Context: an optimization exercise on an open-source flow, tuned for small area. The choices shown serve that exercise and are no tape-out recipe. Only simulation tests tie the RTL to the original design; equivalence was not proved. No driver is modelled on the clock port, so clock power and skew are understated where the tree is cut down; a real chip needs a root buffer or a tree. Power and IR drop assume default switching activity.

// top
module top (
    input clk,              
    input rst,              
    input [2:0] buttons,    
    input sw_left,          
    input sw_right,         
    output [6:0] segments,  
    output [7:0] anodes     
);
==> flow/config.mk <==
export PLATFORM = sky130hd
export DESIGN_NAME = top
export DESIGN_NICKNAME = top
export VERILOG_FILES = /design/flow/design.v
export SDC_FILE = /design/flow/constraint.sdc
export NUM_CORES = 4
export LEC_CHECK = 0
export CAP_MARGIN = 20
export CORE_MARGIN = 2
export CORE_UTILIZATION = 72
export GPL_TIMING_DRIVEN = 0
export SLEW_MARGIN = 20
==> flow/constraint.sdc <==
create_clock -name core_clock -period 20.0 [get_ports {clk}]
set_input_delay 4.0000 -clock core_clock [delete_from_list [all_inputs] [get_ports {clk}]]
set_output_delay 4.0000 -clock core_clock [all_outputs]
set_load 0.01 [all_outputs]
standard.sh (not shown) runs the stock make flow with config.mk's settings and CLKGATE_MAP_FILE= SYNTH_SCRIPT=/design/flow/synth_recipe.tcl, a recipe that flattens the netlist after the stock synthesis.
==> flow/flow/run.sh <==
#!/bin/bash
# Own flow: the standard layout with
# - area-oriented ABC scripts in synthesis (synth.tcl),
# - buf_1 port buffers,
# - no buffers above buf_4 for the resizer to insert (the platform's don't-use cells stay don't-use),
# - the clock buffered by flow/clkbuf.tcl (one clock buffer per group of nearby flip-flops)
#   instead of TritonCTS.
set -euo pipefail
export FLOW_SYNTH_TCL="$PWD/synth_recipe.tcl"
export CLK_GROUPS=4
export CLK_GROUP_CELL=sky130_fd_sc_hd__clkbuf_16
PLATFORM_DONT_USE="sky130_fd_sc_hd__probe_p_8 sky130_fd_sc_hd__probec_p_8 sky130_fd_sc_hd__lpflow_bleeder_1 sky130_fd_sc_hd__lpflow_clkbufkapwr_1 sky130_fd_sc_hd__lpflow_clkbufkapwr_16 sky130_fd_sc_hd__lpflow_clkbufkapwr_2 sky130_fd_sc_hd__lpflow_clkbufkapwr_4 sky130_fd_sc_hd__lpflow_clkbufkapwr_8 sky130_fd_sc_hd__lpflow_clkinvkapwr_1 sky130_fd_sc_hd__lpflow_clkinvkapwr_16 sky130_fd_sc_hd__lpflow_clkinvkapwr_2 sky130_fd_sc_hd__lpflow_clkinvkapwr_4 sky130_fd_sc_hd__lpflow_clkinvkapwr_8 sky130_fd_sc_hd__lpflow_decapkapwr_12 sky130_fd_sc_hd__lpflow_decapkapwr_3 sky130_fd_sc_hd__lpflow_decapkapwr_4 sky130_fd_sc_hd__lpflow_decapkapwr_6 sky130_fd_sc_hd__lpflow_decapkapwr_8 sky130_fd_sc_hd__lpflow_inputiso0n_1 sky130_fd_sc_hd__lpflow_inputiso0p_1 sky130_fd_sc_hd__lpflow_inputiso1n_1 sky130_fd_sc_hd__lpflow_inputiso1p_1 sky130_fd_sc_hd__lpflow_inputisolatch_1 sky130_fd_sc_hd__lpflow_isobufsrc_1 sky130_fd_sc_hd__lpflow_isobufsrc_16 sky130_fd_sc_hd__lpflow_isobufsrc_2 sky130_fd_sc_hd__lpflow_isobufsrc_4 sky130_fd_sc_hd__lpflow_isobufsrc_8 sky130_fd_sc_hd__lpflow_isobufsrckapwr_16 sky130_fd_sc_hd__lpflow_lsbuf_lh_hl_isowell_tap_1 sky130_fd_sc_hd__lpflow_lsbuf_lh_hl_isowell_tap_2 sky130_fd_sc_hd__lpflow_lsbuf_lh_hl_isowell_tap_4 sky130_fd_sc_hd__lpflow_lsbuf_lh_isowell_4 sky130_fd_sc_hd__lpflow_lsbuf_lh_isowell_tap_1 sky130_fd_sc_hd__lpflow_lsbuf_lh_isowell_tap_2 sky130_fd_sc_hd__lpflow_lsbuf_lh_isowell_tap_4 "
EXTRA_DONT_USE="sky130_fd_sc_hd__buf_6 sky130_fd_sc_hd__buf_8 sky130_fd_sc_hd__buf_12 sky130_fd_sc_hd__buf_16 sky130_fd_sc_hd__bufbuf_8 sky130_fd_sc_hd__bufbuf_16 sky130_fd_sc_hd__bufinv_8 sky130_fd_sc_hd__bufinv_16"
bash standard.sh \
  "SYNTH_SCRIPT=$PWD/flow/synth.tcl" "ADDER_MAP_FILE=" \
  "DONT_USE_CELLS=$PLATFORM_DONT_USE $EXTRA_DONT_USE" \
  "BUFFER_PORTS_ARGS=-buffer_cell sky130_fd_sc_hd__buf_1" \
  "PRE_CTS_TCL=$PWD/flow/clkbuf.tcl" \
  finish > standard.log 2>&1
Other scripts of this flow, unchanged in this note and not shown: flow/flow/a1.abc, flow/flow/a2.abc, flow/flow/a3.abc, flow/flow/a4.abc, flow/flow/a5.abc, flow/flow/a6.abc, flow/flow/clkbuf.tcl, flow/flow/synth.tcl
The first run completed without violations.
Then changed:
==> flow/flow/run.sh (replaced) <==
#!/bin/bash
# Own flow: the standard layout with area-oriented ABC scripts in synthesis (synth.tcl),
# buf_1 port buffers, and the clock buffered by flow/clkbuf.tcl instead of TritonCTS.
set -euo pipefail
export FLOW_SYNTH_TCL="$PWD/synth_recipe.tcl"
export CLK_GROUPS=4
export CLK_GROUP_CELL=sky130_fd_sc_hd__clkbuf_16
bash standard.sh \
  "SYNTH_SCRIPT=$PWD/flow/synth.tcl" "ADDER_MAP_FILE=" \
  "BUFFER_PORTS_ARGS=-buffer_cell sky130_fd_sc_hd__buf_1" \
  "PRE_CTS_TCL=$PWD/flow/clkbuf.tcl" \
  finish > standard.log 2>&1
- die area does not change
- combinational power went up by about 2%
- routed wire length fell by 1.5%
- cell area stays flat
No run of this note takes its clock network from TritonCTS; it comes from the design's own scripts or RTL.

Starting RTL as in the previous note.
Settings: LEC_CHECK=0, CAP_MARGIN=20, CORE_MARGIN=2, CORE_UTILIZATION=40, GPL_TIMING_DRIVEN=0, SLEW_MARGIN=20; clock period 20.0 ns.
==> flow/flow/run.sh <==
#!/bin/bash
# Own flow: the standard layout with area-oriented ABC scripts in synthesis (synth.tcl),
# buf_1 port buffers, a clock tree without dummy loads, and no buffers above buf_4
# for the resizer to insert (the platform's don't-use cells stay don't-use).
set -euo pipefail
export FLOW_SYNTH_TCL="$PWD/synth_recipe.tcl"
PLATFORM_DONT_USE="sky130_fd_sc_hd__probe_p_8 sky130_fd_sc_hd__probec_p_8 sky130_fd_sc_hd__lpflow_bleeder_1 sky130_fd_sc_hd__lpflow_clkbufkapwr_1 sky130_fd_sc_hd__lpflow_clkbufkapwr_16 sky130_fd_sc_hd__lpflow_clkbufkapwr_2 sky130_fd_sc_hd__lpflow_clkbufkapwr_4 sky130_fd_sc_hd__lpflow_clkbufkapwr_8 sky130_fd_sc_hd__lpflow_clkinvkapwr_1 sky130_fd_sc_hd__lpflow_clkinvkapwr_16 sky130_fd_sc_hd__lpflow_clkinvkapwr_2 sky130_fd_sc_hd__lpflow_clkinvkapwr_4 sky130_fd_sc_hd__lpflow_clkinvkapwr_8 sky130_fd_sc_hd__lpflow_decapkapwr_12 sky130_fd_sc_hd__lpflow_decapkapwr_3 sky130_fd_sc_hd__lpflow_decapkapwr_4 sky130_fd_sc_hd__lpflow_decapkapwr_6 sky130_fd_sc_hd__lpflow_decapkapwr_8 sky130_fd_sc_hd__lpflow_inputiso0n_1 sky130_fd_sc_hd__lpflow_inputiso0p_1 sky130_fd_sc_hd__lpflow_inputiso1n_1 sky130_fd_sc_hd__lpflow_inputiso1p_1 sky130_fd_sc_hd__lpflow_inputisolatch_1 sky130_fd_sc_hd__lpflow_isobufsrc_1 sky130_fd_sc_hd__lpflow_isobufsrc_16 sky130_fd_sc_hd__lpflow_isobufsrc_2 sky130_fd_sc_hd__lpflow_isobufsrc_4 sky130_fd_sc_hd__lpflow_isobufsrc_8 sky130_fd_sc_hd__lpflow_isobufsrckapwr_16 sky130_fd_sc_hd__lpflow_lsbuf_lh_hl_isowell_tap_1 sky130_fd_sc_hd__lpflow_lsbuf_lh_hl_isowell_tap_2 sky130_fd_sc_hd__lpflow_lsbuf_lh_hl_isowell_tap_4 sky130_fd_sc_hd__lpflow_lsbuf_lh_isowell_4 sky130_fd_sc_hd__lpflow_lsbuf_lh_isowell_tap_1 sky130_fd_sc_hd__lpflow_lsbuf_lh_isowell_tap_2 sky130_fd_sc_hd__lpflow_lsbuf_lh_isowell_tap_4 "
EXTRA_DONT_USE="sky130_fd_sc_hd__buf_6 sky130_fd_sc_hd__buf_8 sky130_fd_sc_hd__buf_12 sky130_fd_sc_hd__buf_16 sky130_fd_sc_hd__bufbuf_8 sky130_fd_sc_hd__bufbuf_16 sky130_fd_sc_hd__bufinv_8 sky130_fd_sc_hd__bufinv_16"
bash standard.sh \
  "SYNTH_SCRIPT=$PWD/flow/synth.tcl" "ADDER_MAP_FILE=" \
  "DONT_USE_CELLS=$PLATFORM_DONT_USE $EXTRA_DONT_USE" \
  "BUFFER_PORTS_ARGS=-buffer_cell sky130_fd_sc_hd__buf_1" \
  "CTS_ARGS=-sink_clustering_enable -repair_clock_nets -dont_use_dummy_load -buf_list sky130_fd_sc_hd__clkbuf_8 -sink_clustering_size 20" \
  finish > standard.log 2>&1
Other scripts of this flow, unchanged in this note and not shown: flow/flow/a1.abc, flow/flow/a2.abc, flow/flow/a3.abc, flow/flow/a4.abc, flow/flow/a5.abc, flow/flow/a6.abc, flow/flow/synth.tcl
The baseline finished with timing, DRC and antenna clean.
Change:
==> flow/flow/run.sh (replaced) <==
#!/bin/bash
# Own flow: the standard layout with area-oriented ABC scripts in synthesis (synth.tcl),
# buf_1 port buffers and a clock tree without dummy loads.
set -euo pipefail
export FLOW_SYNTH_TCL="$PWD/synth_recipe.tcl"
bash standard.sh \
  "SYNTH_SCRIPT=$PWD/flow/synth.tcl" "ADDER_MAP_FILE=" \
  "BUFFER_PORTS_ARGS=-buffer_cell sky130_fd_sc_hd__buf_1" \
  "CTS_ARGS=-sink_clustering_enable -repair_clock_nets -dont_use_dummy_load -buf_list sky130_fd_sc_hd__clkbuf_8 -sink_clustering_size 20" \
  finish > standard.log 2>&1
Effect: Count of clock-buffer cells in the layout stays the same. Die area does not change. Total power hardly moves. Fmax is about the same. Sequential power barely changes. Global-route usage stays the same. Synthesized cell count is unchanged.

## re-timing with driven ports
The flow's constraints put no driver on any port. The routed layouts listed below were extracted and timed again, unchanged, in two steps.
Step 1 sets driving cells, clkbuf_16 on the clock port and buf_2 on the other inputs (assumed; they add their load-dependent delay and slew).
Step 2 moves the port delays by t, midway between the first and last clock arrival at a register: inputs arrive t later, outputs are due t later. That takes back most of the time a late clock gives input paths.
Three values: ideal, step 1, step 2; two values: the first two.
| run | shift t [ns] | setup WS [ns] | latest minus earliest clock arrival (ns) | worst register clock-pin slew, ns | pins driven straight from the clock port |
|---|---|---|---|---|---|
| the first run of note 1 | 0.231 | 10.226 / 10.204 / 10.204 | 0.026 / 0.026 | 0.11 / 0.11 | 4 |
| the second run of note 1 | 0.238 | 10.218 / 10.198 / 10.198 | 0.026 / 0.026 | 0.11 / 0.11 | 4 |
| the first run of note 2 | 0.393 | 10.259 / 10.233 / 10.233 | 0.035 / 0.035 | 0.10 / 0.10 | 1 |
| the second run of note 2 | 0.390 | 10.244 / 10.220 / 10.220 | 0.030 / 0.030 | 0.10 / 0.10 | 1 |
After both steps every run listed still meets setup and hold. The setup slack of the first run of note 2, which loses most, moves by -0.026 ns with the drivers and by -0.026 ns with both steps.
